Source: an optimization exercise on an open RTL-to-GDS flow (aim: small area). Production flows keep margins and buffers that such runs may drop. Function was checked by simulation only, so behaviour that the tests miss may differ from the original. No activity file was given, so power comes from the tool's default toggle rates.

==> design/flow/design.v <==
module bin2bcd
 #( parameter                W = 10)   
  ( input      [W-1      :0] bin   ,   
    output reg [W+(W-4)/3:0] bcd   );  
  integer i,j;
  always @(bin) begin
    for(i = 0; i <= W+(W-4)/3; i = i+1) bcd[i] = 0;      
    bcd[W-1:0] = bin;                                    
    for(i = 0; i <= W-4; i = i+1)                        
      for(j = 0; j <= i/3; j = j+1)                      
        if (bcd[W-i+4*j -: 4] > 4)                       
          bcd[W-i+4*j -: 4] = bcd[W-i+4*j -: 4] + 4'd3;  
  end
endmodule
module cb7s (
    input [3:0] numero,         
    output reg [6:0] segmentos  
);
always @ (numero) begin
    case(numero)
        4'b0000: segmentos = ~7'b0111111;  
        4'b0001: segmentos = ~7'b0000110;  
        4'b0010: segmentos = ~7'b1011011;  
        4'b0011: segmentos = ~7'b1001111;  
        4'b0100: segmentos = ~7'b1100110;  
        4'b0101: segmentos = ~7'b1101101;  
        4'b0110: segmentos = ~7'b1111101;  
        4'b0111: segmentos = ~7'b0000111;  
        4'b1000: segmentos = ~7'b1111111;  
        4'b1001: segmentos = ~7'b1101111;  
        default: segmentos = ~7'b0000000;  
    endcase
end
endmodule
module tela (input [3:0] spr, input [3:0] r, input [3:0] c, output pixbit);
function [8:0] sprite_row(input [3:0] spr, input [3:0] r);
	begin
		sprite_row = 9'd0;
		case ({spr, r})
			{4'd1, 4'd1}: sprite_row = 9'b000111000;
			{4'd1, 4'd2}: sprite_row = 9'b000111100;
			{4'd1, 4'd3}: sprite_row = 9'b000110110;
			{4'd1, 4'd4}: sprite_row = 9'b000110000;
			{4'd1, 4'd5}: sprite_row = 9'b000110000;
			{4'd1, 4'd6}: sprite_row = 9'b000110000;
			{4'd1, 4'd7}: sprite_row = 9'b000110000;
			{4'd1, 4'd8}: sprite_row = 9'b011111110;
			{4'd2, 4'd1}: sprite_row = 9'b001111110;
			{4'd2, 4'd2}: sprite_row = 9'b011100011;
			{4'd2, 4'd3}: sprite_row = 9'b011100000;
			{4'd2, 4'd4}: sprite_row = 9'b001110000;
			{4'd2, 4'd5}: sprite_row = 9'b000111000;
			{4'd2, 4'd6}: sprite_row = 9'b000011100;
			{4'd2, 4'd7}: sprite_row = 9'b000001110;
			{4'd2, 4'd8}: sprite_row = 9'b011111111;
			{4'd3, 4'd1}: sprite_row = 9'b011111111;
			{4'd3, 4'd2}: sprite_row = 9'b011111111;
			{4'd3, 4'd3}: sprite_row = 9'b011100000;
			{4'd3, 4'd4}: sprite_row = 9'b001111100;
			{4'd3, 4'd5}: sprite_row = 9'b001111100;
			{4'd3, 4'd6}: sprite_row = 9'b011100000;
			{4'd3, 4'd7}: sprite_row = 9'b011111111;
			{4'd3, 4'd8}: sprite_row = 9'b011111111;
			{4'd4, 4'd1}: sprite_row = 9'b001111000;
			{4'd4, 4'd2}: sprite_row = 9'b001111100;
			{4'd4, 4'd3}: sprite_row = 9'b001111110;
			{4'd4, 4'd4}: sprite_row = 9'b001110111;
			{4'd4, 4'd5}: sprite_row = 9'b011111111;
			{4'd4, 4'd6}: sprite_row = 9'b011111110;
			{4'd4, 4'd7}: sprite_row = 9'b001110000;
			{4'd4, 4'd8}: sprite_row = 9'b001110000;
			{4'd5, 4'd1}: sprite_row = 9'b011111111;
			{4'd5, 4'd2}: sprite_row = 9'b011111111;
			{4'd5, 4'd3}: sprite_row = 9'b000000011;
			{4'd5, 4'd4}: sprite_row = 9'b001111111;
			{4'd5, 4'd5}: sprite_row = 9'b011111111;
			{4'd5, 4'd6}: sprite_row = 9'b011100000;
			{4'd5, 4'd7}: sprite_row = 9'b011111111;
			{4'd5, 4'd8}: sprite_row = 9'b011111111;
			{4'd6, 4'd1}: sprite_row = 9'b011111111;
			{4'd6, 4'd2}: sprite_row = 9'b011111111;
			{4'd6, 4'd3}: sprite_row = 9'b000000011;
			{4'd6, 4'd4}: sprite_row = 9'b001111111;
			{4'd6, 4'd5}: sprite_row = 9'b011111111;
			{4'd6, 4'd6}: sprite_row = 9'b011100011;
			{4'd6, 4'd7}: sprite_row = 9'b011100011;
			{4'd6, 4'd8}: sprite_row = 9'b011111111;
			{4'd7, 4'd1}: sprite_row = 9'b011111111;
			{4'd7, 4'd2}: sprite_row = 9'b011111111;
			{4'd7, 4'd3}: sprite_row = 9'b011100000;
			{4'd7, 4'd4}: sprite_row = 9'b001110000;
			{4'd7, 4'd5}: sprite_row = 9'b000111000;
			{4'd7, 4'd6}: sprite_row = 9'b000011100;
			{4'd7, 4'd7}: sprite_row = 9'b000001110;
			{4'd7, 4'd8}: sprite_row = 9'b000001110;
			{4'd8, 4'd1}: sprite_row = 9'b001100000;
			{4'd8, 4'd2}: sprite_row = 9'b001110000;
			{4'd8, 4'd3}: sprite_row = 9'b001111000;
			{4'd8, 4'd4}: sprite_row = 9'b001111100;
			{4'd8, 4'd5}: sprite_row = 9'b001100000;
			{4'd8, 4'd6}: sprite_row = 9'b001100000;
			{4'd8, 4'd7}: sprite_row = 9'b001111100;
			{4'd8, 4'd8}: sprite_row = 9'b011111111;
			{4'd9, 4'd1}: sprite_row = 9'b000011000;
			{4'd9, 4'd2}: sprite_row = 9'b000111100;
			{4'd9, 4'd3}: sprite_row = 9'b001110110;
			{4'd9, 4'd4}: sprite_row = 9'b011111111;
			{4'd9, 4'd5}: sprite_row = 9'b011111111;
			{4'd9, 4'd6}: sprite_row = 9'b001111110;
			{4'd9, 4'd7}: sprite_row = 9'b000111100;
			{4'd9, 4'd8}: sprite_row = 9'b000011000;
			default: sprite_row = 9'd0;
		endcase
	end
endfunction
wire [15:0] row = {7'd0, sprite_row(spr, r)};
wire [3:0] cm1 = c - 4'd1;
assign pixbit = row[cm1];   
endmodule
module top1(
	input CLOCK_50,
	input RESET_N,
	input [7:0] KEY,
	input [9:0] SW,
	output [7:0] VGA_R,
	output [7:0] VGA_G,
	output [7:0] VGA_B,
	output VGA_CLK,
	output VGA_HS,
	output VGA_VS,
	output VGA_BLANK_N,
	output VGA_SYNC_N,
	output [6:0] HEX0,
	output [6:0] HEX1,
	output [6:0] HEX2,
	output [6:0] HEX3,
	output [6:0] HEX4,
	output [6:0] HEX5
);
	wire clk = CLOCK_50;
	wire rst = !RESET_N;      
	wire gr  = SW[9];         
	wire rr  = rst || gr;
	reg ph;
	always @(posedge clk) begin
		if (rr) ph <= 1'b0;
		else    ph <= ~ph;
	end
	assign VGA_CLK = ph;
	wire sobe = !ph && !gr;
	reg ant0, ant1, ab_p, bd_p;
	always @(posedge clk) begin
		if (rst) begin
			ant0 <= 0; ant1 <= 0; ab_p <= 0; bd_p <= 0;
		end else if (sobe) begin
			ab_p <= SW[0] != ant0;
			ant0 <= SW[0];
			bd_p <= SW[1] != ant1;
			ant1 <= SW[1];
		end
	end
	wire debug = SW[8];
	reg [4:0] hq; reg [5:0] hr;
	reg [4:0] vq; reg [5:0] vr;
	reg hs_r, vs_r;
	wire h_end = (hq == 5'd16) && (hr == 6'd15);    
	wire v_end = (vq == 5'd12) && (vr == 6'd9);     
	always @(posedge clk) begin
		if (rst) begin
			hq <= 5'd16; hr <= 6'd16; vq <= 5'd24; vr <= 6'd29;
			hs_r <= 0; vs_r <= 0;
		end else if (sobe) begin
			hs_r <= !((hq == 5'd16 && hr >= 6'd16) || (hq == 5'd17) || (hq == 5'd18 && hr < 6'd32));
			vs_r <= !(vq == 5'd24 && (vr == 6'd29 || vr == 6'd30));
			if (hr == 6'd39) begin
				hr <= 6'd0;
				hq <= (hq == 5'd19) ? 5'd0 : hq + 5'd1;
			end else hr <= hr + 6'd1;
			if (h_end) begin
				if (v_end) begin
					vq <= 5'd24; vr <= 6'd29;
				end else if (vq == 5'd25 && vr == 6'd23) begin
					vq <= 5'd0; vr <= 6'd0;
				end else if (vr == 6'd39) begin
					vq <= vq + 5'd1; vr <= 6'd0;
				end else begin
					vr <= vr + 6'd1;
				end
			end
		end
	end
	assign VGA_HS = hs_r;
	assign VGA_VS = vs_r;
	assign VGA_BLANK_N = 1'b1;
	assign VGA_SYNC_N = 1'b0;
	wire ativo = (hq < 5'd16) && (vq < 5'd12);
	reg z;
	always @(posedge clk) begin
		if (rst)     z <= 1'b1;
		else if (ph) z <= gr;
	end
	wire [4:0] linha   = z ? 5'd0 : vq;
	wire [4:0] coluna  = z ? 5'd0 : hq;
	wire [5:0] lin_int = z ? 6'd0 : vr;
	wire [5:0] col_int = z ? 6'd0 : hr;
	reg [10:0] kc0, kc1, kc2, kc3;
	reg kN, kS, kL, kO;
	always @(posedge clk) begin
		if (rst) begin
			kc0 <= 0; kc1 <= 0; kc2 <= 0; kc3 <= 0;
			kN <= 0; kS <= 0; kL <= 0; kO <= 0;
		end else begin
			if (!KEY[3]) begin
				if (kc0 == 11'd68) begin kc0 <= 0; kN <= 1; end
				else begin kc0 <= {kc0[9:0], ~(kc0[10] ^ kc0[8])}; kN <= 0; end
			end else kN <= 0;
			if (!KEY[2]) begin
				if (kc1 == 11'd68) begin kc1 <= 0; kS <= 1; end
				else begin kc1 <= {kc1[9:0], ~(kc1[10] ^ kc1[8])}; kS <= 0; end
			end else kS <= 0;
			if (!KEY[0]) begin
				if (kc2 == 11'd68) begin kc2 <= 0; kL <= 1; end
				else begin kc2 <= {kc2[9:0], ~(kc2[10] ^ kc2[8])}; kL <= 0; end
			end else kL <= 0;
			if (!KEY[1]) begin
				if (kc3 == 11'd68) begin kc3 <= 0; kO <= 1; end
				else begin kc3 <= {kc3[9:0], ~(kc3[10] ^ kc3[8])}; kO <= 0; end
			end else kO <= 0;
		end
	end
	reg [3:0] cx, cy;
	always @(posedge clk) begin
		if (rr) begin
			cx <= 0; cy <= 0;
		end else begin
			case ({kN, kS, kL, kO})
				4'b1000: cy <= (cy != 4'd0) ? cy - 4'd1 : 4'd11;
				4'b0100: cy <= (cy < 4'd11) ? cy + 4'd1 : 4'd0;
				4'b0010: cx <= cx + 4'd1;
				4'b0001: cx <= cx - 4'd1;
				default: ;
			endcase
		end
	end
	reg [2:0] up [0:191];
	reg [2:0] cn [0:191];
	reg [10:1] lfsr;
	always @(posedge clk) begin
		if (rst) lfsr <= 0;
		else if (sobe) lfsr <= {lfsr[9:1], lfsr[10] ~^ lfsr[7]};
	end
	reg [9:0] cont_random;
	reg reset_ant;
	always @(posedge clk) begin
		if (rst) begin
			cont_random <= 0; reset_ant <= 0;
		end else begin
			if (gr && !reset_ant) cont_random <= cont_random + 10'd1;
			reset_ant <= gr;
		end
	end
	wire [9:0] rsum = lfsr + cont_random;
	reg  [1:0] rmod3;
	always @(*) begin
		case (rsum[9:6])
			4'd0, 4'd3, 4'd6, 4'd9, 4'd12, 4'd15: rmod3 = 2'd0;
			4'd1, 4'd4, 4'd7, 4'd10, 4'd13:       rmod3 = 2'd1;
			default:                              rmod3 = 2'd2;
		endcase
	end
	wire [7:0] random_2 = {rmod3, rsum[5:0]};    
	reg done_clear, wr_en_clear;
	reg [1:0] estado_clear;
	reg done_minas;
	reg [7:0] av;
	reg [3:0] est;
	reg [7:0] P;
	reg candmode;           
	reg [4:0] wdg;
	reg weg;
	reg [5:0] minas_geradas;
	reg [2:0] cont_lfsr;
	reg [2:0] estado_ab, estado_bd;
	reg explodiu;
	reg wv;                 
	reg [7:0] rd_bd, wa_bd;
	reg [4:0] wd_bd;        
	reg we_bd;
	reg [9:0] num_minas;
	reg varre, abriu, venceu, pv;
	wire leitura_vga = (estado_bd == 0) && (estado_ab == 0);
	wire [7:0] vga_addr = {vq[3:0], hq[3:0]};
	wire [3:0] lin_m = P[7:4];
	wire [3:0] col_m = P[3:0];
	reg [7:0] roff, woff;
	always @(*) begin
		case (est)
			4'd2: roff = -8'd17;
			4'd3: roff = -8'd16;
			4'd4: roff = -8'd15;
			4'd5: roff = -8'd1;
			4'd6: roff = 8'd1;
			4'd7: roff = 8'd15;
			4'd8: roff = 8'd16;
			default: roff = 8'd17;
		endcase
		case (est)
			4'd3: woff = -8'd17;
			4'd4: woff = -8'd16;
			4'd5: woff = -8'd15;
			4'd6: woff = -8'd1;
			4'd7: woff = 8'd1;
			4'd8: woff = 8'd15;
			4'd9: woff = 8'd16;
			4'd10: woff = 8'd17;
			default: woff = 8'd0;
		endcase
	end
	wire [7:0] rd_gen = candmode ? P : P + roff;
	wire [7:0] wa_gen = P + woff;
	reg [7:0] ra;
	reg       swe;
	reg [7:0] swa;
	reg [5:0] swd;
	reg       sel_ab;
	always @(*) begin
		ra = 8'd0; swe = 0; swa = av; swd = 6'd0; sel_ab = 0;
		if (!done_clear) begin
			swe = wr_en_clear; swa = av; swd = 6'd0; ra = 8'd0;
		end else if (!done_minas) begin
			swe = weg; swa = wa_gen; swd = {1'b0, wdg}; ra = rd_gen;
		end else if (leitura_vga) begin
			swe = 0; ra = vga_addr;
		end else if (estado_ab == 0) begin
			swe = we_bd; swa = wa_bd; swd = {wd_bd[4:3], 1'b0, wd_bd[2:0]}; ra = rd_bd;
		end else begin
			swe = weg; swa = P; swd = {1'b0, wdg}; ra = P; sel_ab = 1;
		end
	end
	wire [5:0] y_in;
	wire [5:0] info = leitura_vga ? y_in : 6'd0;
	reg we_q;
	always @(posedge clk) begin
		if (rr) we_q <= 0;
		else    we_q <= swe;
	end
	wire [3:0] lin_v = av[7:4];
	wire [3:0] col_v = av[3:0];
	wire fim_varre = av >= 8'd192;
	wire [7:0] addr_prox = fim_varre ? 8'd0 : av + 8'd1;
	wire prox_campo = addr_prox < 8'd192;
	wire ab4 = (estado_ab == 3'd4) && done_minas;
	wire run_sw = done_minas && !we_q && !ab4 && varre;    
	wire gen_step = sobe && !done_minas && done_clear;
	wire ab_step  = sobe && done_clear && done_minas;
	wire [2:0] estado_ab_at = ab_p ? 3'd1 : estado_ab;
	wire [2:0] estado_bd_at = bd_p ? 3'd1 : estado_bd;
	reg [7:0] soff;
	always @(*) begin
		case (est)
			4'd1: soff = 8'd1;
			4'd2: soff = -8'd1;
			4'd3: soff = -8'd16;
			4'd4: soff = 8'd16;
			4'd5: soff = -8'd15;
			4'd6: soff = -8'd17;
			4'd7: soff = 8'd17;
			4'd8: soff = 8'd15;
			default: soff = 8'd1;
		endcase
	end
	wire [7:0] sa = (est == 4'd0 && fim_varre) ? 8'd0 : av + soff;
	wire [3:0] sv;
	wire [15:0] rc, sc;
	wire [11:0] rrw, srw;
	genvar g;
	generate for (g = 0; g < 16; g = g + 1) begin : dcol
		assign rc[g] = ra[3:0] == g;
		assign sc[g] = sa[3:0] == g;
	end
	for (g = 0; g < 12; g = g + 1) begin : drow
		assign rrw[g] = ra[7:4] == g;
		assign srw[g] = sa[7:4] == g;
	end endgenerate
	reg [5:0] rrow, rdv;
	reg [3:0] srow, sdv;
	integer i, j;
	always @(*) begin
		rdv = 0; sdv = 0;
		for (j = 0; j < 12; j = j + 1) begin
			rrow = 0; srow = 0;
			for (i = 0; i < 16; i = i + 1) begin
				rrow = rrow | ({6{rc[i]}} & {up[j*16+i], cn[j*16+i]});
				srow = srow | ({4{sc[i]}} & {up[j*16+i], cn[j*16+i] == 3'd0});
			end
			rdv = rdv | ({6{rrw[j]}} & rrow);
			sdv = sdv | ({4{srw[j]}} & srow);
		end
	end
	assign y_in = rdv;
	assign sv = sdv;
	wire nb_vazio = (sv == 4'b0011);
	wire [2:0] tipo_prox = sv[3:1];
	always @(posedge clk) begin
		if (rr) begin
			done_clear <= 0; wr_en_clear <= 0; estado_clear <= 0; av <= 0;
		end else if (!done_clear) begin
			if (sobe) begin
				case (estado_clear)
					2'd0: begin
						av <= 0; wr_en_clear <= 1; estado_clear <= 1;
					end
					2'd1: begin
						if (av >= 8'd192) begin
							wr_en_clear <= 0; estado_clear <= 2;
						end else wr_en_clear <= 1;
						av <= av + 8'd1;
					end
					2'd2: done_clear <= 1;
					default: ;
				endcase
			end
		end else if (!we_q && ab4) begin
			av <= 8'd192;
		end else if (run_sw && est == 4'd0) begin
			av <= addr_prox;
		end
	end
	always @(posedge clk) begin
		if (rst) cont_lfsr <= 0;
		if (rr) begin
			done_minas <= 0; est <= 0; minas_geradas <= 0; candmode <= 1;
		end else if (!done_minas) begin
			if (gen_step) begin
				case (est)
					4'd0: begin
						if (cont_lfsr == 3'b111) begin
							est <= 1; cont_lfsr <= 0; candmode <= 1;
						end else cont_lfsr <= cont_lfsr + 3'd1;
					end
					4'd1: begin
						if (y_in[4] == 1'b0) begin
							minas_geradas <= minas_geradas + 6'd1;
							candmode <= 0;
							est <= 2;
						end else est <= 0;
					end
					4'd11: begin
						if (minas_geradas >= 6'd38) begin
							done_minas <= 1; est <= 0;
						end else est <= 0;
					end
					default: est <= est + 4'd1;
				endcase
			end
		end else if (run_sw) begin
			case (est)
				4'd0: if (prox_campo && tipo_prox == 3'b000) est <= 1;
				4'd1: est <= (col_v < 15 && nb_vazio) ? 4'd9 : 4'd2;
				4'd2: est <= (col_v >= 1 && nb_vazio) ? 4'd9 : 4'd3;
				4'd3: est <= (lin_v >= 1 && nb_vazio) ? 4'd9 : 4'd4;
				4'd4: est <= (lin_v < 11 && nb_vazio) ? 4'd9 : 4'd5;
				4'd5: est <= (lin_v >= 1 && col_v < 15 && nb_vazio) ? 4'd9 : 4'd6;
				4'd6: est <= (lin_v >= 1 && col_v >= 1 && nb_vazio) ? 4'd9 : 4'd7;
				4'd7: est <= (lin_v < 11 && col_v < 15 && nb_vazio) ? 4'd9 : 4'd8;
				4'd8: est <= (lin_v < 11 && col_v >= 1 && nb_vazio) ? 4'd9 : 4'd0;
				4'd9: est <= 0;
				default: ;
			endcase
		end
	end
	reg gwr;    
	always @(*) begin
		case (est)
			4'd2: gwr = lin_m >= 1 && col_m >= 1;
			4'd3: gwr = lin_m >= 1;
			4'd4: gwr = lin_m >= 1 && col_m < 15;
			4'd5: gwr = col_m >= 1;
			4'd6: gwr = col_m < 15;
			4'd7: gwr = lin_m < 11 && col_m >= 1;
			4'd8: gwr = lin_m < 11;
			4'd9: gwr = lin_m < 11 && col_m < 15;
			default: gwr = 0;
		endcase
	end
	wire [5:0] y_inc = y_in + 6'd1;
	always @(posedge clk) begin
		if (rr) begin
			P <= 0; wdg <= 0; weg <= 0;
			estado_ab <= 0; explodiu <= 0; wv <= 0;
		end else if (!done_minas) begin
			if (gen_step) begin
				weg <= 0;
				if (est == 4'd0 && cont_lfsr == 3'b111) P <= random_2;
				if (est == 4'd1 && y_in[4] == 1'b0) begin
					wdg <= {1'b1, y_in[3:0]}; weg <= 1;
				end
				if (gwr) begin
					wdg <= y_inc[4:0]; weg <= 1;
				end
			end
		end else if (ab_step) begin
			wv <= 0;
			if (ab_p) estado_ab <= 1;
			case (estado_ab_at)
				3'd1: begin
					P <= {cy, cx}; estado_ab <= 2;
				end
				3'd2: begin
					if (y_in[5] != 1) begin
						wdg <= {y_in[4], 1'b1, y_in[2:0]};
						weg <= 1; wv <= 1;
						if (y_in[4] == 1) explodiu <= 1;
					end
					estado_ab <= 3;
				end
				3'd3: begin
					weg <= 0; estado_ab <= 4;
				end
				3'd4: estado_ab <= 0;
				default: ;
			endcase
		end
	end
	always @(posedge clk) begin
		if (rr) begin
			rd_bd <= 0; wa_bd <= 0; wd_bd <= 0; we_bd <= 0;
			estado_bd <= 0; num_minas <= 10'd38;
		end else if (ab_step) begin
			if (bd_p) estado_bd <= 1;
			case (estado_bd_at)
				3'd1: begin
					rd_bd <= {cy, cx}; estado_bd <= 2;
				end
				3'd2: begin
					if (y_in[3] != 1) begin
						if (y_in[5] == 0) num_minas <= num_minas - 10'd1;
						else              num_minas <= num_minas + 10'd1;
						wd_bd <= {~y_in[5], y_in[4], y_in[2:0]};
						wa_bd <= rd_bd;
						we_bd <= 1;
					end
					estado_bd <= 3;
				end
				3'd3: begin
					we_bd <= 0; estado_bd <= 4;
				end
				3'd4: estado_bd <= 0;
				default: ;
			endcase
		end
	end
	always @(posedge clk) begin
		if (rst) pv <= 0;
		if (rr) begin
			abriu <= 0; venceu <= 0; varre <= 0;
		end else if (!done_minas || we_q) begin
		end else if (ab4) begin
			varre <= 1; abriu <= 1; pv <= 0;
		end else if (varre) begin
			case (est)
				4'd0: begin
					if (fim_varre) begin
						if (!abriu) varre <= 0;
						abriu <= 0;
						venceu <= pv;
					end
					if (prox_campo && tipo_prox == 3'b000) pv <= 0;
					else if (prox_campo && tipo_prox == 3'b100) pv <= 0;
					else if (fim_varre) pv <= 1;
				end
				4'd9: abriu <= 1;
				default: ;
			endcase
		end
	end
	wire pipe_w = we_q && !ph && !rr && (!sel_ab || wv);
	wire sw_w   = run_sw && (est == 4'd9) && !rr;
	wire       m_we_up = pipe_w || sw_w;
	wire       m_we_cn = pipe_w;
	wire [7:0] m_wa = pipe_w ? swa : av;
	wire [2:0] m_wup = pipe_w ? swd[5:3] : 3'b001;
	integer k;
	always @(posedge clk) begin
		for (k = 0; k < 192; k = k + 1) begin
			if (m_we_up && m_wa == k) up[k] <= m_wup;
			if (m_we_cn && m_wa == k) cn[k] <= swd[2:0];
		end
	end
	wire bandeira = info[5];
	wire mina     = info[4];
	wire aberto   = info[3];
	wire [2:0] num = info[2:0];
	wire mc = debug || explodiu || venceu;
	reg [3:0] spr;
	always @(posedge clk) begin
		if (rr) spr <= 0;
		else if (sobe) begin
			if (bandeira) spr <= 4'd8;
			else if (mina && (aberto || mc)) spr <= 4'd9;
			else if (aberto || mc) spr <= {1'b0, num};
			else spr <= 0;
		end
	end
	wire pixbit;
	tela rom(.spr(spr), .r(lin_int[5:2]), .c(col_int[5:2]), .pixbit(pixbit));
	localparam [3:0] C_BLACK = 0, C_RED = 1, C_WHITE = 2, C_BLUE = 3, C_GREEN = 4,
	                 C_NAVY = 5, C_DRED = 6, C_DGREEN = 7, C_GRAY = 8, C_DGRAY = 9;
	reg [3:0] cor;
	wire borda = (lin_int < 6'd2) || (col_int < 6'd2);
	wire cursor = ((linha == {1'b0, cy} && coluna == {1'b0, cx}) && borda) ||
	              ((linha == {1'b0, cy} + 5'd1 && coluna == {1'b0, cx}) && lin_int < 6'd2) ||
	              ((linha == {1'b0, cy} && coluna == {1'b0, cx} + 5'd1) && col_int < 6'd2);
	always @(posedge clk) begin
		if (rr) cor <= C_BLACK;
		else if (sobe) begin
			if (ativo) begin
				if (cursor) cor <= C_RED;
				else if (borda) cor <= C_BLACK;
				else if ((bandeira || aberto || mc) && pixbit) begin
					if (bandeira) cor <= (lin_int < 6'd20) ? C_RED : (!mc ? C_WHITE : C_BLACK);
					else if (mina && (aberto || mc)) cor <= C_BLACK;
					else begin
						case (num)
							3'd0: cor <= C_WHITE;
							3'd1: cor <= C_BLUE;
							3'd2: cor <= C_GREEN;
							3'd3: cor <= C_RED;
							3'd4: cor <= C_NAVY;
							3'd5: cor <= C_DRED;
							3'd6: cor <= C_DGREEN;
							default: cor <= C_BLACK;
						endcase
					end
				end else if (!aberto && !mc) begin
					cor <= (linha[0] ^ coluna[0]) ? C_GRAY : C_DGRAY;
				end else begin
					cor <= (explodiu && aberto && mina) ? C_RED : C_WHITE;
				end
			end else cor <= C_BLACK;
		end
	end
	reg [7:0] r_o, g_o, b_o;
	always @(*) begin
		case (cor)
			C_RED:    begin r_o = 8'd255; g_o = 8'd0;   b_o = 8'd0;   end
			C_WHITE:  begin r_o = 8'd255; g_o = 8'd255; b_o = 8'd255; end
			C_BLUE:   begin r_o = 8'd0;   g_o = 8'd0;   b_o = 8'd255; end
			C_GREEN:  begin r_o = 8'd0;   g_o = 8'd255; b_o = 8'd0;   end
			C_NAVY:   begin r_o = 8'd0;   g_o = 8'd0;   b_o = 8'd60;  end
			C_DRED:   begin r_o = 8'd127; g_o = 8'd0;   b_o = 8'd0;   end
			C_DGREEN: begin r_o = 8'd0;   g_o = 8'd127; b_o = 8'd0;   end
			C_GRAY:   begin r_o = 8'd127; g_o = 8'd127; b_o = 8'd127; end
			C_DGRAY:  begin r_o = 8'd63;  g_o = 8'd63;  b_o = 8'd63;  end
			default:  begin r_o = 8'd0;   g_o = 8'd0;   b_o = 8'd0;   end
		endcase
	end
	assign VGA_R = r_o;
	assign VGA_G = g_o;
	assign VGA_B = b_o;
	reg [12:0] tcont;
	reg [3:0] d0, d1, d2;
	reg tk;
	wire stop = explodiu || venceu;
	always @(posedge clk) begin
		if (rr) begin
			tcont <= 0; d0 <= 0; d1 <= 0; d2 <= 0; tk <= 0;
		end else if (!stop && !tk) begin
			if (tcont == 13'd1504) begin
				tcont <= 0;
				if (d0 == 4'd9) begin
					d0 <= 0;
					if (d1 == 4'd9) begin
						d1 <= 0;
						if (d2 == 4'd9) begin
							d2 <= 0; tk <= 1;
						end else d2 <= d2 + 4'd1;
					end else d1 <= d1 + 4'd1;
				end else d0 <= d0 + 4'd1;
			end else tcont <= {tcont[11:0], ~(tcont[12] ^ tcont[2])};
		end
	end
	cb7s dig0(.numero(d0), .segmentos(HEX0));
	cb7s dig1(.numero(d1), .segmentos(HEX1));
	cb7s dig2(.numero(d2), .segmentos(HEX2));
	assign HEX3 = 7'b1111111;
	wire [12:0] bcd;
	bin2bcd b2b(.bin(num_minas), .bcd(bcd));
	cb7s dig4(.numero(bcd[3:0]), .segmentos(HEX4));
	cb7s dig5(.numero(bcd[7:4]), .segmentos(HEX5));
endmodule
==> design/flow/run.sh <==
#!/bin/bash
# synth_recipe.tcl (not shown) runs the flow's synth.tcl, then flattens the netlist and writes it again
# the make line also repeats each setting of config.mk as NAME=value (left out here)
make -C /OpenROAD-flow-scripts/flow DESIGN_CONFIG=/design/flow/config.mk WORK_HOME=/design/flow/orfs CLKGATE_MAP_FILE= SYNTH_SCRIPT=/design/flow/synth_recipe.tcl finish
==> design/flow/config.mk <==
export PLATFORM = sky130hd
export DESIGN_NAME = top1
export DESIGN_NICKNAME = top1
export VERILOG_FILES = /design/flow/design.v
export SDC_FILE = /design/flow/constraint.sdc
export NUM_CORES = 8
export LEC_CHECK = 0
export CAP_MARGIN = 20
export CORE_MARGIN = 2
export CORE_UTILIZATION = 45
export CTS_BUF_LIST = sky130_fd_sc_hd__clkbuf_4 sky130_fd_sc_hd__clkbuf_8
export SLEW_MARGIN = 20
==> design/flow/constraint.sdc <==
create_clock -name core_clock -period 20.0 [get_ports {CLOCK_50}]
set_input_delay 4.0000 -clock core_clock [delete_from_list [all_inputs] [get_ports {CLOCK_50}]]
set_output_delay 4.0000 -clock core_clock [all_outputs]
set_load 0.01 [all_outputs]
==> impl_metrics.yaml, run 1 <==
run_status:
  status: "no timing/DRC/antenna violations"
worst_hold_path:
  hold_class: "reg2reg"
flow_run:
  maxCapViolCount: 0
global_route:
  grt_pass1_vias: 56980
  grtUsageTotal_pct: 37.25
  gr-total-overflow: 0
  antenna_found_initial: 26
  grt_pass1_wl_um: 421300
  grt_max_degree: 193
synthesis:
  netlist_instances: 6407
  syn_area_sq_um: 70290
  yosysSeqAreaShare_pct: 56.79
  synth_cell_types: 105
  avgSynthCellArea_sq_um: 10.97
  synth.most_common_cell: "edfxtp_1"
  yosysWarnings: 6
  synth_area_leaders: "edfxtp_1 49%, dfxtp_1 7.6%, nor2_1 4.0%"
  async_reset_ff_share_pct: 0
  dominantRegCellSynth: "edfxtp_1"
  synth_top_area_share_pct: 49.21
  synth_edf_count: 1152
  ys_ff_latch: 1418
  synth_top_cell_by_area: "edfxtp_1"
  synthTopCellsByCount: "1152 x edfxtp_1, 749 x nor2_1, 567 x nand2_1"
clock_tree:
  cts-buffers-inserted: 232
  cts-root-buf: "clkbuf_8"
  clkTransAtPathRegs_ns: 0.06
  worstSkewPairLatency_ns: 1.05
  cts_setup_buffers: 0
  cts_tree: "done"
  clock_path_buffers: 3
  htreeDepth: 4
  cts_hold_buf: 0
  cts_resized: 0
  cts_sinks: 1418
detailed_routing:
  dr.pass1.iters: 12
  via_per_inst: 6.991
  drt-total-wl_um: 304300
  vias: 60960
  drtIter0Drc: 10650
  drtAntennaViolNets: 0
  wl_per_cell_um: 34.89
  drc_errors: 0
pwr:
  ir_drop_v: 0.00007734
  power.leakage_nw: 25.82
  p_per_area_nw_per_um2: 76.60
  p_total_w: 0.006008
place:
  dp_slack_ns: 8.573
  port_buffers: 71
  hpwl_um: 189400
  place.gp.congestion: 1.028
critical_path:
  slowest_stage: "clkdlybuf4s50_1"
  cp_max_fo: 7
  worstPathRequired_ns: 16.00
  path_class: "reg2out"
  endpoint_kind: "output pin"
  critPathLaunchType: "register"
  max_stage_delay_ns: 0.57
  cp_common_cell: "ha_1"
  arrival_ns: 8.35
floorplan:
  rows: 145
  ios: 91
  die-area_sq_um: 159400
  initial_core_util_pct: 45.16
  core_area_sq_um: 155700
  die_h_um: 399.2
  die_width_um: 399.2
finish:
  syn_to_final_growth_pct: 11.59
  nNetsFinal: 6612
  drive_above_1_share_pct: 11.12
timing:
  layout_min_cycle_time_ns: 12.35
  tightest_slew_ns: 1.317
  hold_viol: 0
  skew_ns: 0.06836
  maxSlewViolCount: 0
  setup_viol: 0
  slew_headroom_pct: 11.80
  finalSetupTns_ns: 0
  max_freq_mhz: 80.98
  timing.final.crit_share_pct: 61.74
  rsz0062_at_grt: "false"
  setup_slack_ns: 7.652
## cell families (layout without fill, tap and decap cells)
group	count (synthesis)	count (layout)	synth area share, %
DFF	1418	1418	56.79
buffers and inverters	565	796	3.540
adders and majority gates	138	138	2.520
xor gates and xnor gates	115	115	1.433
other	2	26	0.01068
and+or+nand+nor	2256	2256	15.29
muxes	232	232	3.439
AOI/OAI and AO/OA	1681	1681	16.98
## final cells by class
cell class,count,area (sq um)
Clock buffer,318,3945
Multi-Input combinational cell,4431,28430
Clock inverter,107,945.9
Tap cell,2058,2575
Inverter,115,431.7
Fill cell,14070,77220
Antenna cell,17,42.54
Timing Repair Buffer,256,2145
Sequential cell,1418,39920
## state kept, by name (all words and copies together) (netlist names), 6 cells and up
| name | count |
|---|---|
| wa_bd | 8 |
| HEX0 | 7 |
| kc0 | 11 |
| tcont | 13 |
| HEX2 | 7 |
| kc2 | 11 |
| kc1 | 11 |
| hr | 6 |
| rd_bd | 8 |
| P | 8 |
| up | 576 |
| HEX1 | 7 |
| av | 8 |
| lfsr | 10 |
| cont_random | 10 |
| num_minas | 10 |
| kc3 | 11 |
| vr | 6 |
| cn | 576 |
| minas_geradas | 6 |
## where the power goes
part / total [W] / switching (W) / internal (W)
combinational: 0.000137 / 0.0000991 / 0.0000382
sequential: 0.00315 / 0.00000482 / 0.00315
clock: 0.00272 / 0.00124 / 0.00147
total: 0.00601 / 0.00135 / 0.00466
## per-stage QoR
stage | utilization [%] | area (sq um) | hold WS [ns] | cells
2_1_floorplan | - | 70320 | 0.4395 | 6414
3_3_place_gp | 47.20 | 73470 | 0.4536 | 8278
3_5_place_dp | 47.20 | 73470 | 0.4579 | 8278
4_1_cts | 50.34 | 78370 | 0.4543 | 8703
5_1_grt | 50.37 | 78400 | 0.4839 | 8705
6_report | 50.39 | 78440 | 0.4582 | 8720
## worst max-delay path, delay by kind of cell (launching register included)
kind | cells | cell delay (ns)
XOR/XNOR | 7 | 1.87
AO/OA/AOI/OAI | 8 | 1.49
buffers and inverters | 9 | 1.24
adder cells (fa/ha/maj) | 9 | 2.20
AND/OR/NAND/NOR | 2 | 0.15
flip-flops | 1 | 0.39
## routing by layer
metal | part of all wire [%] | up-vias | wire length [um] | track usage, %
li1 | - | 24860 | - | -
met1 | 36 | 29340 | 109000 | 46.63
met2 | 41 | 5306 | 123600 | 52.39
met3 | 15 | 1422 | 46290 | 15.26
met4 | 8.2 | 33 | 25100 | 25.28
met5 | 0.11 | - | 327 | 0
## path summary, 6_finish.rpt
path	from	to	slack, ns	cells after the start
hold / removal	lfsr[8]	lfsr[9]	0.46	2
setup reg to reg	est[0]	num_minas[9]	9.35	33
hold reg to reg	lfsr[8]	lfsr[9]	0.46	2
setup / recovery	num_minas[7]	HEX4[4]	7.65	35
## placed cells by master (no fill, tap or decap), types with 40 or more instances in the layout
cell             count
dfxtp_1            265
edfxtp_1          1152
clkinv_1            51
xnor2_1             80
nor2b_1             92
a21oi_1            351
a22o_1              91
nand3_1            186
a221oi_1           111
a222oi_1            61
ha_1               131
nor2_1             718
nor4_1             138
a211oi_1            45
and3_1              85
a31oi_1            121
clkbuf_4            69
inv_1              113
clkdlybuf4s50_1     70
a22oi_1            215
clkbuf_8           249
buf_4              181
nand4_1             40
nor3_1             145
o21ai_0            190
mux2i_1            201
o22ai_1             45
nand2_1            549
==> run 2: changes to the inputs <==
==> design/flow/flow/run.sh (new file) <==
#!/bin/bash
# Own flow: the standard layout (standard.sh) with two changes:
#  - synthesis maps the logic with an area-oriented ABC script (flow/abc_speed.script)
#    and leaves adders to ABC (no separate full/half adder mapping);
#    every yosys step before ABC, flip-flop mapping included, is the standard one,
#    so the registers are the same as the standard synthesis's;
#  - clock tree synthesis without dummy loads and with larger sink clusters.
set -euo pipefail
W=$PWD
cp -r "$FLOW_HOME/scripts" "$W/scr"
cp "$W/flow/abc_speed.script" "$W/scr/abc_speed.script"
make -C "$FLOW_HOME" DESIGN_CONFIG="$W/config.mk" WORK_HOME="$W/orfs" CLKGATE_MAP_FILE= \
  SYNTH_SCRIPT="$W/synth_recipe.tcl" SCRIPTS_DIR="$W/scr" ADDER_MAP_FILE= synth > "$W/synth.log" 2>&1
CTS="-sink_clustering_enable -repair_clock_nets -dont_use_dummy_load"
CTS="$CTS -buf_list {sky130_fd_sc_hd__clkbuf_8}"
CTS="$CTS -sink_clustering_size 15 -sink_clustering_max_diameter 50"
bash "$W/standard.sh" "CTS_ARGS=$CTS" finish > "$W/layout.log" 2>&1
==> design/flow/flow/abc_speed.script (new file) <==
strash
&get -n
&fraig -x
&put
dc2
strash
&get -n
&dch -f
&nf -R 1000
&put
strash
&get -n
&dch -f
&nf -R 1000
&put
topo
==> design/flow/standard.sh (new file) <==
#!/bin/bash
# synth_recipe.tcl (not shown) runs the flow's synth.tcl, then flattens the netlist and writes it again
# the make line also repeats each setting of config.mk as NAME=value (left out here)
make -C /OpenROAD-flow-scripts/flow DESIGN_CONFIG=/design/flow/config.mk WORK_HOME=/design/flow/orfs CLKGATE_MAP_FILE= SYNTH_SCRIPT=/design/flow/synth_recipe.tcl "${@:-finish}"
==> design/flow/config.mk (replaced) <==
export PLATFORM = sky130hd
export DESIGN_NAME = top1
export DESIGN_NICKNAME = top1
export VERILOG_FILES = /design/flow/design.v
export SDC_FILE = /design/flow/constraint.sdc
export NUM_CORES = 8
export LEC_CHECK = 0
export CAP_MARGIN = 30
export CORE_MARGIN = 2
export CORE_UTILIZATION = 40
export SLEW_MARGIN = 20
removed: design/flow/run.sh
==> impl_metrics.yaml, run 2 <==
run_status:
  status: "no timing/DRC/antenna violations"
global_route:
  grt_max_degree: 90
  use_met3_pct: 8.304
  antenna_found_initial: 13
  grtUsageMet1_pct: 36.94
  gr-total-overflow: 0
  grt_pass1_wl_um: 325200
  grt_util_met2_pct: 42.13
  gr-max-usage-layer: "met2"
  grt_pass1_vias: 48350
  grtUsageTotal_pct: 28.20
pwr:
  power.leakage_nw: 20.55
  p_per_area_nw_per_um2: 72.21
  p_total_w: 0.004883
  ir_drop_v: 0.00006904
floorplan:
  ios: 91
  die-area_sq_um: 155000
  initial_core_util_pct: 40.13
  die_h_um: 393.7
  core_area_sq_um: 151400
  rows: 143
  die_width_um: 393.7
finish:
  drive_above_1_share_pct: 6.682
  nNetsFinal: 5335
  multiInputGateArea_sq_um: 20820
  fillers: 13970
  top_regs: "cn (576), up (576), tcont (13)"
  seqCellArea_sq_um: 39920
  final_cell_mix: "1152 x edfxtp_1, 774 x nor2_1, 395 x nand2_1, 389 x a222oi_1, 265 x dfxtp_1"
  final_common_cell: "edfxtp_1"
  syn_to_final_growth_pct: 11.31
timing:
  setup_viol: 0
  hold_viol: 0
  finalSetupTns_ns: 0
  skew_ns: 0.1216
  hold-worst-slack_ns: 0.4195
  timing.final.crit_share_pct: 55.62
  max_freq_mhz: 89.89
  tightest_slew_ns: 1.095
  maxSlewViolCount: 0
  setup_slack_ns: 8.875
  slew_headroom_pct: 27.02
  rsz0062_at_grt: "false"
  layout_min_cycle_time_ns: 11.12
critical_path:
  rr_worst_depth: 30
  worstPathRequired_ns: 16.00
  cp_max_fo: 9
  regToRegStartpoint: "est[1]"
  critPathLaunchType: "register"
  path_class: "reg2out"
  arrival_ns: 7.12
  r2r_slack_ns: 10.61
  timing.rr.end: "woff[3]"
  endpoint_kind: "output pin"
synthesis:
  synth.most_common_cell: "edfxtp_1"
  avgSynthCellArea_sq_um: 12.26
  dominantRegCellSynth: "edfxtp_1"
  synthTopCellsByCount: "1152 x edfxtp_1, 810 x nor2_1, 402 x nand2_1"
  synth_area_leaders: "edfxtp_1 57%, dfxtp_1 8.8%, a222oi_1 6.4%"
  ys_ff_latch: 1418
  synth_top_area_share_pct: 56.95
  async_reset_ff_share_pct: 0
  yosysSeqAreaShare_pct: 65.71
  synth_cell_types: 62
  yosysWarnings: 6
  netlist_instances: 4954
  synth_edf_count: 1152
  syn_area_sq_um: 60750
  synth_top_cell_by_area: "edfxtp_1"
clock_tree:
  clock_path_buffers: 3
  clkTransAtPathRegs_ns: 0.09
  cts_setup_buffers: 0
  cts_tree: "done"
  cts_hold_buf: 0
  cts-root-buf: "clkbuf_8"
  worstSkewPairLatency_ns: 0.97
  cts_sinks: 1418
  cts_resized: 0
  htreeDepth: 4
  cts-buffers-inserted: 148
worst_hold_path:
  worstHoldPathCells: 2
  hold_class: "reg2reg"
  hold_end: "kc1[8]"
  hold_start: "kc1[7]"
detailed_routing:
  drc_errors: 0
  drtIter0Drc: 11510
  wl_per_cell_um: 30.80
  drtAntennaViolNets: 0
  drt-total-wl_um: 226300
  vias: 50230
  dr.pass1.iters: 12
  via_per_inst: 6.837
place:
  place.gp.congestion: 0.9789
  port_buffers: 71
  dp_slack_ns: 9.894
  hpwl_um: 138300
flow_run:
  maxCapViolCount: 0
run 2: cell types whose count changed after synthesis, sizes merged, moves of 113 or more:
cell	change
ha	-132
buf	-148
a21oi	-130
mux2i	-185
a222oi	+328
clkbuf	-279
inv	-113
nand2	-166
run 2: kinds of logic after synthesis:
kind of cell | after synthesis | synth area share (%)
other | 2 | 0.01236
AND/OR/NAND/NOR | 1956 | 14.82
XOR/XNOR | 110 | 1.586
buffers and inverters | 73 | 0.5932
multiplexers | 17 | 0.2822
flip-flops | 1418 | 65.71
adder cells (fa/ha/maj) | 13 | 0.2142
AO/OA/AOI/OAI | 1365 | 16.78
run 2: final cells by class:
| type | instances | share of cell area [%] |
|---|---|---|
| diodes | 4 | 0.01480 |
| flip-flops and latches | 1418 | 59.04 |
| repair buffers | 227 | 3.112 |
| well taps | 2030 | 3.756 |
| inverters | 50 | 0.2776 |
| clock buffers | 148 | 3.012 |
| multi-input cells | 3470 | 30.79 |
run 2: critical path: stages, from the launching register on:
cell	delay, ns
dfxtp_1	0.50
nand2b_1	0.25
xnor2_1	0.11
o21a_1	0.14
nor3_1	0.13
a21oi_1	0.10
nor3_1	0.29
or2_0	0.21
o21ai_0	0.13
o21ai_0	0.30
nand2_1	0.15
nor2_1	0.12
a21oi_1	0.09
nor3_1	0.26
or2_0	0.28
o21ai_0	0.15
or2_0	0.26
nor2_1	0.17
nor2_1	0.12
mux2_1	0.34
nor2_1	0.17
o21ai_0	0.13
and2_0	0.30
a21oi_1	0.46
o21ai_0	0.19
and2_0	0.20
a21boi_0	0.13
clkdlybuf4s50_1	0.51
run 2: metal layers:
metal	vias up	wire, um
li1	21040	-
met1	24240	83230
met2	4022	97520
met3	914	31830
met4	18	13560
met5	-	120
run 2: metrics by stage:
stage	std cells	cell area (sq um)	util (%)
5_1_grt	7344	67610	44.67
3_5_place_dp	7190	65490	43.27
3_3_place_gp	7176	65240	43.10
6_report	7347	67620	44.67
4_1_cts	7338	67530	44.61
2_1_floorplan	4961	60770	-
run 2: how the worst max path moves through the flow:
| stage | cells after the start | end | slack, ns | start |
|---|---|---|---|---|
| after detailed placement | 27 | HEX4[5] | 9.89 | num_minas[7] |
| final | 27 | HEX4[5] | 8.88 | num_minas[7] |
| after CTS | 27 | HEX4[5] | 8.84 | num_minas[7] |
| after global placement | 27 | HEX4[5] | 10.17 | num_minas[7] |
| after floorplan | 6 | up[0][1] | 7.57 | SW[9] |
| after global routing | 27 | HEX4[5] | 7.94 | num_minas[7] |
run 2: power breakdown:
group / leakage [nW] / internal [W] / switching, W
Combinational: 7.00 / 0.0000343 / 0.0000642
Sequential: 12.5 / 0.00315 / 0.0000121
Clock: 1.06 / 0.000656 / 0.000963
Total: 20.5 / 0.00384 / 0.00104
==> run 3: changes to the inputs <==
--- a/design/flow/design.v
+++ b/design/flow/design.v
@@ -280,3 +280,2 @@
 	reg weg;
-	reg [5:0] minas_geradas;
 	reg [2:0] cont_lfsr;
@@ -422,3 +421,5 @@
 			end
-		end else if (!we_q && ab4) begin
+		end else if (!done_minas) begin
+			if (gen_step && est == 4'd1 && y_in[4] == 1'b0) av <= av + 8'd1;    
+end else if (!we_q && ab4) begin
 			av <= 8'd192;
@@ -431,3 +432,3 @@
 		if (rr) begin
-			done_minas <= 0; est <= 0; minas_geradas <= 0; candmode <= 1;
+			done_minas <= 0; est <= 0; candmode <= 1;
 		end else if (!done_minas) begin
@@ -442,3 +443,2 @@
 						if (y_in[4] == 1'b0) begin
-							minas_geradas <= minas_geradas + 6'd1;
 							candmode <= 0;
@@ -448,3 +448,3 @@
 					4'd11: begin
-						if (minas_geradas >= 6'd38) begin
+						if (av >= 8'd231) begin    
 							done_minas <= 1; est <= 0;
--- a/design/flow/flow/run.sh
+++ b/design/flow/flow/run.sh
@@ -1,3 +1,3 @@
 #!/bin/bash
-# Own flow: the standard layout (standard.sh) with two changes:
+# Own flow: the standard layout (standard.sh) with these changes:
 #  - synthesis maps the logic with an area-oriented ABC script (flow/abc_speed.script)
@@ -6,3 +6,4 @@
 #    so the registers are the same as the standard synthesis's;
-#  - clock tree synthesis without dummy loads and with larger sink clusters.
+#  - clock tree synthesis without dummy loads and with larger sink clusters;
+#  - the port buffers are the smallest buffer (buf_1).
 set -euo pipefail
@@ -16,2 +17,2 @@
 CTS="$CTS -sink_clustering_size 15 -sink_clustering_max_diameter 50"
-bash "$W/standard.sh" "CTS_ARGS=$CTS" finish > "$W/layout.log" 2>&1
+bash "$W/standard.sh" "CTS_ARGS=$CTS" "BUFFER_PORTS_ARGS=-buffer_cell sky130_fd_sc_hd__buf_1" finish > "$W/layout.log" 2>&1
--- a/design/flow/config.mk
+++ b/design/flow/config.mk
@@ -7,5 +7,5 @@
 export LEC_CHECK = 0
-export CAP_MARGIN = 30
+export CAP_MARGIN = 15
 export CORE_MARGIN = 2
 export CORE_UTILIZATION = 40
-export SLEW_MARGIN = 20
+export SLEW_MARGIN = 5
==> impl_metrics.yaml, run 3 <==
critical_path:
  timing.rr.end: "num_minas[8]"
  path_class: "reg2out"
  arrival_ns: 6.91
  cp_max_fo: 10
  cp-startpoint: "num_minas[7]"
  cp-endpoint: "HEX4[3]"
  cp_common_cell: "nor2_1"
  critPathLaunchType: "register"
  slowest_stage: "o21ai_0"
  endpoint_kind: "output pin"
  r2r_slack_ns: 9.94
  regToRegStartpoint: "est[1]"
  rr_worst_depth: 36
  max_stage_delay_ns: 0.49
  worstPathRequired_ns: 16.00
global_route:
  grtUsageTotal_pct: 28.30
  grt_max_degree: 102
  grt_pass1_wl_um: 325900
  grt_pass1_vias: 47550
  use_met3_pct: 8.902
  gr-max-usage-layer: "met2"
  grtUsageMet1_pct: 36.55
  grt_util_met2_pct: 42.58
  antenna_found_initial: 7
  gr-total-overflow: 0
floorplan:
  die_width_um: 393.4
  die-area_sq_um: 154700
  rows: 142
  initial_core_util_pct: 40.39
  die_h_um: 393.4
  ios: 91
  core_area_sq_um: 150100
synthesis:
  avgSynthCellArea_sq_um: 12.23
  netlist_instances: 4957
  synth_cell_types: 66
  async_reset_ff_share_pct: 0
  yosysWarnings: 6
  synthTopCellsByCount: "1152 x edfxtp_1, 823 x nor2_1, 402 x a222oi_1"
  synth_top_cell_by_area: "edfxtp_1"
  yosysSeqAreaShare_pct: 65.63
  syn_area_sq_um: 60640
  dominantRegCellSynth: "edfxtp_1"
  synth_area_leaders: "edfxtp_1 57%, dfxtp_1 8.6%, a222oi_1 6.6%"
  synth.most_common_cell: "edfxtp_1"
  synth_edf_count: 1152
  ys_ff_latch: 1412
  synth_top_area_share_pct: 57.04
timing:
  rsz0062_at_grt: "false"
  finalSetupTns_ns: 0
  timing.final.crit_share_pct: 54.53
  slew_headroom_pct: 10.54
  tightest_slew_ns: 1.339
  hold-worst-slack_ns: 0.4762
  max_freq_mhz: 91.69
  skew_ns: 0.1325
  setup_viol: 0
  hold_viol: 0
  layout_min_cycle_time_ns: 10.91
  maxSlewViolCount: 0
finish:
  nNetsFinal: 5313
  multiInputGateArea_sq_um: 20880
  final_cell_mix: "1152 x edfxtp_1, 789 x nor2_1, 402 x a222oi_1, 386 x nand2_1, 290 x o21ai_0"
  finish.utilization_pct: 44.41
  top_regs: "cn (576), up (576), tcont (13)"
  syn_to_final_growth_pct: 9.945
  fillers: 13720
  seqCellArea_sq_um: 39800
  drive_above_1_share_pct: 6.199
  final_common_cell: "edfxtp_1"
detailed_routing:
  drt-total-wl_um: 228400
  drtIter0Drc: 11990
  dr.pass1.iters: 15
  drc_errors: 0
  via_per_inst: 6.874
  wl_per_cell_um: 31.23
  vias: 50270
  drtAntennaViolNets: 0
worst_hold_path:
  hold_start: "hr[0]"
  hold_class: "reg2reg"
place:
  port_buffers: 71
  hpwl_um: 141500
  place.gp.congestion: 0.9474
clock_tree:
  clock_path_buffers: 3
  clkTransAtPathRegs_ns: 0.08
  cts_sinks: 1412
  cts-root-buf: "clkbuf_8"
  worstSkewPairLatency_ns: 0.93
  cts-buffers-inserted: 146
  cts_setup_buffers: 0
  cts_tree: "done"
  cts_resized: 0
  cts_hold_buf: 0
  htreeDepth: 4
pwr:
  power.leakage_nw: 20.51
  p_total_w: 0.004896
  p_per_area_nw_per_um2: 73.43
  ir_drop_v: 0.00006158
run_status:
  status: "no timing/DRC/antenna violations"
flow_run:
  maxCapViolCount: 0
## run 3: cell count changes after synthesis, sizes merged, moves of 14 or more
| cell | previous run | this run |
|---|---|---|
| nor4 | 255 | 237 |
| a21oi | 227 | 198 |
| o21ai | 240 | 290 |
| nor2b | 38 | 52 |
| o22ai | 43 | 29 |
| nand3 | 130 | 154 |
## run 3: per-layer routing
layer  share of wire, %  up-vias
li1                   -    20990
met1                 36    23990
met2                 43     4315
met3                 15      961
met4                6.1       12
met5              0.063        -
## run 3: power breakdown
group	switching, W	total [W]	internal (W)	leakage [nW]
Clock	0.000956	0.00160	0.000648	1.05
Combinational	0.0000999	0.000137	0.0000375	6.58
Sequential	0.0000122	0.00315	0.00314	12.9
## run 3: cell type report
class / count / area share (%)
inverter: 38 / 0.2139
clock buffer: 146 / 3.014
tap: 2016 / 3.783
sequential: 1412 / 59.69
antenna: 6 / 0.02252
multi-input combinational: 3491 / 31.31
timing repair buffer: 204 / 1.967
## run 3: worst min path at each step
stage	cells past startpoint	slack [ns]	end
5_1_grt	2	0.48	kc1[1]
4_1_cts	1	0.48	hr[0]
3_3_place_gp	2	0.46	we_q
6_report	1	0.48	hr[0]
2_1_floorplan	1	0.44	hr[0]
3_5_place_dp	1	0.46	hr[0]
## run 3: worst max-delay path, delay by kind of cell (launching register included)
family	cells	cell delay (ns)
buffers and inverters	4	0.61
AOI/OAI and AO/OA	12	2.48
and+or+nand+nor	13	2.35
xor gates and xnor gates	1	0.20
DFF	1	0.39
## run 3: cell families after synthesis
logic type / synth area share [%]
simple gates: 15.19
fa+ha+maj: 0.1981
xor+xnor: 1.560
other cells: 0.01238
compound gates: 16.81
buf+inv: 0.5199
mux: 0.08253
flops: 65.63
## run 3: metrics by stage
step	instances	setup slack, ns	cell area [sq um]
CTS	7307	9.026	66660
finish	7313	9.093	66670
floorplan	4964	8.493	60670
detailed placement	7161	10.03	64650
global route	7310	8.351	66670
global placement	7160	10.13	64620
==> run 4: changes to the inputs <==
--- a/design/flow/config.mk
+++ b/design/flow/config.mk
@@ -7,5 +7,5 @@
 export LEC_CHECK = 0
-export CAP_MARGIN = 15
+export CAP_MARGIN = 30
 export CORE_MARGIN = 2
 export CORE_UTILIZATION = 40
-export SLEW_MARGIN = 5
+export SLEW_MARGIN = 20
==> impl_metrics.yaml, run 4 <==
critical_path:
  critPathLaunchType: "register"
  rr_worst_depth: 37
  slowest_stage: "o21ai_0"
  path_class: "reg2out"
  max_stage_delay_ns: 0.48
  cp_max_fo: 10
  cp_common_cell: "nor2_1"
  arrival_ns: 6.92
  worstPathRequired_ns: 16.00
  endpoint_kind: "output pin"
  r2r_slack_ns: 10.05
  regToRegStartpoint: "est[1]"
  timing.rr.end: "num_minas[8]"
place:
  hpwl_um: 144300
  place.gp.congestion: 0.9474
  placed_cell_area_sq_um: 64950
  port_buffers: 71
pwr:
  p_total_w: 0.004904
  ir_drop_v: 0.00005873
  p_per_area_nw_per_um2: 73.12
  power.leakage_nw: 20.70
synthesis:
  avgSynthCellArea_sq_um: 12.23
  ys_ff_latch: 1412
  synth_top_cell_by_area: "edfxtp_1"
  yosysSeqAreaShare_pct: 65.63
  async_reset_ff_share_pct: 0
  yosys.area_share.simple_pct: 15.19
  netlist_instances: 4957
  synth_cell_types: 66
  dominantRegCellSynth: "edfxtp_1"
  syn_area_sq_um: 60640
  synth_top_area_share_pct: 57.04
  synth_xor_area_share_pct: 1.560
  yosys.area_share.adder_pct: 0.1981
  synth_top_family_by_area: "compound AO/OA/AOI/OAI gates"
  synth_edf_count: 1152
  synthTopCellsByCount: "1152 x edfxtp_1, 823 x nor2_1, 402 x a222oi_1"
  synth.most_common_cell: "edfxtp_1"
  synth_compound_area_share_pct: 16.81
  yosysWarnings: 6
  synth_area_leaders: "edfxtp_1 57%, dfxtp_1 8.6%, a222oi_1 6.6%"
  synth_mux_area_share_pct: 0.08253
global_route:
  grt_pass1_wl_um: 328000
  antenna_found_initial: 6
  grt_max_degree: 93
  grtUsageTotal_pct: 28.47
  gr-total-overflow: 0
  grt_pass1_vias: 48040
clock_tree:
  cts-root-buf: "clkbuf_8"
  cts_hold_buf: 0
  cts_sinks: 1412
  worstSkewPairLatency_ns: 0.98
  cts-buffers-inserted: 147
  clock_path_buffers: 3
  cts_resized: 0
  htreeDepth: 4
  cts_tree: "done"
  clkTransAtPathRegs_ns: 0.07
  cts_setup_buffers: 0
timing:
  maxSlewViolCount: 0
  timing.final.crit_share_pct: 54.62
  skew_ns: 0.1206
  slew_headroom_pct: 18.42
  tightest_slew_ns: 1.219
  max_freq_mhz: 91.54
  hold_viol: 0
  hold-worst-slack_ns: 0.4702
  finalSetupTns_ns: 0
  setup_viol: 0
  rsz0062_at_grt: "false"
  layout_min_cycle_time_ns: 10.92
floorplan:
  core_area_sq_um: 150100
  die_width_um: 393.4
  rows: 142
  die_h_um: 393.4
  initial_core_util_pct: 40.39
  ios: 91
  die-area_sq_um: 154700
detailed_routing:
  vias: 50710
  dr.pass1.iters: 12
  drt-total-wl_um: 228700
  drtAntennaViolNets: 0
  drc_errors: 0
  drtIter0Drc: 11800
  via_per_inst: 6.914
  wl_per_cell_um: 31.18
finish:
  final_common_cell: "edfxtp_1"
  nNetsFinal: 5335
  drive_above_1_share_pct: 6.663
  final_cell_mix: "1152 x edfxtp_1, 789 x nor2_1, 402 x a222oi_1, 383 x nand2_1, 290 x o21ai_0"
  final_area_sq_um: 67070
  top_regs: "cn (576), up (576), tcont (13)"
  syn_to_final_growth_pct: 10.59
run_status:
  status: "no timing/DRC/antenna violations"
worst_hold_path:
  worstHoldPathCells: 1
  hold_class: "reg2reg"
  hold_start: "hr[0]"
  hold_end: "hr[0]"
flow_run:
  maxCapViolCount: 0
run 4: cell families (layout without fill, tap and decap cells):
group / Yosys count / count (layout)
AO/OA/AOI/OAI: 1365 / 1365
XOR/XNOR: 108 / 108
adder cells (fa/ha/maj): 12 / 12
buffers and inverters: 61 / 410
flip-flops: 1412 / 1412
multiplexers: 5 / 5
other: 2 / 14
AND/OR/NAND/NOR: 1992 / 1992
run 4: final cells by class:
cell class	instances	area [sq um]
inverter	38	142.6
tap	2016	2522
fill	13800	83060
clock buffer	147	2023
sequential	1412	39800
multi-input combinational	3491	20890
antenna	5	12.51
timing repair buffer	225	1680
run 4: power breakdown:
group          total [W]  switching, W  internal, W
Combinational   0.000137     0.0000998    0.0000376
Clock            0.00161      0.000960     0.000652
Sequential       0.00315     0.0000123      0.00314
run 4: worst max-delay path by stage:
stage                       startpoint       end  cells after the start
final                     num_minas[7]   HEX4[3]                     29
after detailed placement  num_minas[7]   HEX4[3]                     29
after floorplan                  SW[9]  up[0][1]                      4
after CTS                 num_minas[7]   HEX4[3]                     29
after global placement    num_minas[7]   HEX4[3]                     30
after global routing      num_minas[7]   HEX4[3]                     29
run 4: critical path, delay by kind of cell, from the launching register on:
family                 cells  cell delay (ns)
AO/OA/AOI/OAI             13             2.66
AND/OR/NAND/NOR           14             2.55
flip-flops                 1             0.39
buffers and inverters      2             0.38
run 4: stage by stage:
stage	worst slack, ns	cells	utilization (%)
6_report	9.075	7334	44.67
5_1_grt	8.260	7330	44.67
4_1_cts	8.980	7322	44.61
3_5_place_dp	10.00	7175	43.26
3_3_place_gp	10.13	7160	43.04
2_1_floorplan	8.493	4964	-
run 4: metal layers:
metal / wire length [um] / track usage, % / share of wire (%) / vias to the layer above
li1: - / - / - / 21050
met1: 83310 / 37.07 / 36 / 24410
met2: 98830 / 42.75 / 43 / 4288
met3: 33050 / 8.806 / 14 / 953
met4: 13430 / 14.63 / 5.9 / 6
met5: 46 / 0 / 0.020 / -
==> run 5: changes to the inputs <==
--- a/design/flow/flow/run.sh
+++ b/design/flow/flow/run.sh
@@ -16,3 +16,3 @@
 CTS="$CTS -buf_list {sky130_fd_sc_hd__clkbuf_8}"
-CTS="$CTS -sink_clustering_size 15 -sink_clustering_max_diameter 50"
+CTS="$CTS -sink_clustering_size 12 -sink_clustering_max_diameter 60"
 bash "$W/standard.sh" "CTS_ARGS=$CTS" "BUFFER_PORTS_ARGS=-buffer_cell sky130_fd_sc_hd__buf_1" finish > "$W/layout.log" 2>&1
--- a/design/flow/flow/abc_speed.script
+++ b/design/flow/flow/abc_speed.script
@@ -5,2 +5,6 @@
 dc2
+strash
+&get -n
+&deepsyn -T 300
+&put
 strash
==> impl_metrics.yaml, run 5 <==
finish:
  nNetsFinal: 5017
  finish.utilization_pct: 44.23
  final_cell_mix: "1152 x edfxtp_1, 628 x nor2_1, 380 x nand2_1, 380 x a222oi_1, 260 x dfxtp_1"
  seqCellArea_sq_um: 39800
  top_regs: "cn (576), up (576), tcont (13)"
  fillers: 13540
  finalNonFillerCells: 6929
  final_common_cell: "edfxtp_1"
  syn_to_final_growth_pct: 9.906
  multiInputGateArea_sq_um: 19730
  drive_above_1_share_pct: 6.567
detailed_routing:
  drt-total-wl_um: 227500
  wl_per_cell_um: 32.84
  vias: 48640
  drtAntennaViolNets: 0
  via_per_inst: 7.020
  drc_errors: 0
  drtIter0Drc: 11230
  dr.pass1.iters: 15
clock_tree:
  cts-buffers-inserted: 142
  cts_sinks: 1412
  clock_path_buffers: 3
  htreeDepth: 4
  worstSkewPairLatency_ns: 0.95
  cts_hold_buf: 0
  clkTransAtPathRegs_ns: 0.07
  cts_resized: 0
  cts_tree: "done"
  cts_setup_buffers: 0
  cts-root-buf: "clkbuf_8"
critical_path:
  arrival_ns: 5.64
  critPathLaunchType: "register"
  endpoint_kind: "output pin"
  critical_path_buf_inv_count: 1
  path_class: "reg2out"
  cp_top_family: "compound AO/OA/AOI/OAI gates"
  worstPathRequired_ns: 16.00
  cp_common_cell: "nand2_1"
  max_stage_delay_ns: 0.57
  worstPathCellList: "nor2b_1 > or2_0 > o32ai_1 > o21ai_0 > and3_1 > nand2b_1 > a31o_1 > nand2_1 > o21ai_0 > a21oi_1 > nand2_1 > xnor2_1 > nand2_1 > o22ai_1 > nand2_1 > a31oi_1 > nand2b_1 > a21boi_0 > nor2b_1 > buf_1"
  path_depth: 20
  cp_max_fo: 12
  rr_worst_depth: 26
  slowest_stage: "dfxtp_1"
global_route:
  grtUsageTotal_pct: 29.16
  grt_pass1_wl_um: 324100
  grt_pass1_vias: 46380
  grt_max_degree: 92
  antenna_found_initial: 5
  gr-total-overflow: 0
timing:
  hold_viol: 0
  max_freq_mhz: 103.7
  maxSlewViolCount: 0
  setup_viol: 0
  hold-worst-slack_ns: 0.4620
  slew_headroom_pct: 26.01
  timing.final.crit_share_pct: 48.22
  setup_slack_ns: 10.36
  rsz0062_at_grt: "false"
  tightest_slew_ns: 1.105
  finalSetupTns_ns: 0
  skew_ns: 0.07207
  layout_min_cycle_time_ns: 9.644
synthesis:
  ys_ff_latch: 1412
  synthTopCellsByCount: "1152 x edfxtp_1, 659 x nor2_1, 397 x nand2_1"
  synth_edf_count: 1152
  synth_top_area_share_pct: 58.21
  avgSynthCellArea_sq_um: 12.72
  yosysWarnings: 6
  dominantRegCellSynth: "edfxtp_1"
  async_reset_ff_share_pct: 0
  synth_cell_types: 66
  synth_top_cell_by_area: "edfxtp_1"
  netlist_instances: 4673
  yosysSeqAreaShare_pct: 66.97
  synth.most_common_cell: "edfxtp_1"
  synth_area_leaders: "edfxtp_1 58%, dfxtp_1 8.8%, a222oi_1 6.4%"
  syn_area_sq_um: 59430
pwr:
  p_per_area_nw_per_um2: 73.53
  power.leakage_nw: 22.00
  ir_drop_v: 0.00005211
place:
  port_buffers: 71
  place.gp.congestion: 0.9650
  dp_slack_ns: 9.763
  placedCellCount: 6779
  hpwl_um: 139600
worst_hold_path:
  worstHoldPathCells: 1
  hold_class: "reg2reg"
floorplan:
  core_area_sq_um: 147700
  die-area_sq_um: 151700
  die_h_um: 389.4
  ios: 91
  die_width_um: 389.4
  rows: 141
  initial_core_util_pct: 40.24
run_status:
  status: "no timing/DRC/antenna violations"
flow_run:
  maxCapViolCount: 0
run 5: cell count changes after synthesis, sizes merged, moves of 13 or more:
cell,change
nor2,-164
o21ai,-131
a22o,+102
a22oi,+66
a221oi,-61
xnor2,-36
a222oi,-22
and3,+18
nand3,-18
nor2b,-15
a21oi,-13
run 5: final cells by class:
| type | count | area share (%) |
|---|---|---|
| Inverter | 42 | 0.2414 |
| Sequential cell | 1412 | 60.93 |
| Clock buffer | 142 | 2.992 |
| Multi-Input combinational cell | 3203 | 30.20 |
| Antenna cell | 4 | 0.01533 |
| Timing Repair Buffer | 196 | 1.916 |
| Tap cell | 1930 | 3.697 |
run 5: final timing paths:
| check | from | to | slack (ns) |
|---|---|---|---|
| worst max-delay path | num_minas[6] | HEX4[2] | 10.36 |
| worst min-delay path | wr_en_clear | wr_en_clear | 0.46 |
| worst max register to register | est[1] | VGA_B[6] | 11.29 |
| worst min register to register | wr_en_clear | wr_en_clear | 0.46 |
run 5: logic make-up after synthesis:
kind of cell	after synthesis	share of synthesized area [%]
mux	7	0.1221
compound gates	1301	16.93
simple gates	1820	14.44
other cells	2	0.01264
xor+xnor	65	0.9580
buf+inv	65	0.5559
fa+ha+maj	1	0.01684
flops	1412	66.97
run 5: report_power, final:
| part | internal [W] | leakage, nW | total, W | switching, W |
|---|---|---|---|---|
| Sequential | 0.00313 | 14.3 | 0.00314 | 0.00000591 |
| Combinational | 0.0000194 | 6.63 | 0.0000729 | 0.0000535 |
| Clock | 0.000632 | 1.02 | 0.00159 | 0.000958 |
| Total | 0.00378 | 22.0 | 0.00480 | 0.00102 |
run 5: through the flow:
stage | area, sq um | total power (W)
finish | 65310 | 0.004802
global route | 65310 | 0.004926
CTS | 65240 | 0.004819
detailed placement | 63280 | 0.003277
global placement | 63240 | 0.003276
floorplan | 59450 | 0.003244
run 5: routing by layer:
| layer | up-vias | GRT usage, % | share of wire [%] |
|---|---|---|---|
| met5 | - | 0.6699 | 0.10 |
| met4 | 9 | 16.57 | 6.6 |
| met3 | 934 | 9.260 | 15 |
| met2 | 4250 | 43.12 | 42 |
| met1 | 23460 | 37.72 | 36 |
| li1 | 19990 | - | - |

-- re-timing with driven ports --
No port has a modelled driver above. Below, the same layouts with a new extraction and two added sets of constraints.
Step 1: set_driving_cell puts a clkbuf_16 on CLOCK_50 and a buf_2 on each other input, an assumption about the parent block.
Step 2 times the ports against the registers' clock, not the clock port: input delays grow and output delays shrink by t, the midpoint of the rising clock arrivals with the driver on.
a / b / c = ideal ports / drivers / drivers and shift; a / b = the first two.
run	shift t [ns]	setup WS [ns]	worst hold slack (ns)	worst setup path at the end	clock arrival spread, ns
run 1	1.099	7.652 / 7.570 / 8.669	0.458 / 0.458 / 0.458	register to output	0.072 / 0.071
run 2	0.974	8.875 / 8.800 / 9.774	0.420 / 0.420 / 0.420	register to output	0.145 / 0.145
run 3	0.942	9.093 / 9.019 / 9.942	0.476 / 0.476 / 0.476	register to register	0.133 / 0.133
run 4	1.005	9.075 / 8.989 / 9.994	0.470 / 0.470 / 0.470	register to output	0.121 / 0.120
run 5	0.986	10.356 / 10.269 / 9.671	0.462 / 0.462 / 0.462	input to register	0.096 / 0.096
After both steps setup and hold are still met in every run listed. The setup slack of run 5, which loses most, moves by -0.087 ns with the drivers and by -0.685 ns with both steps.
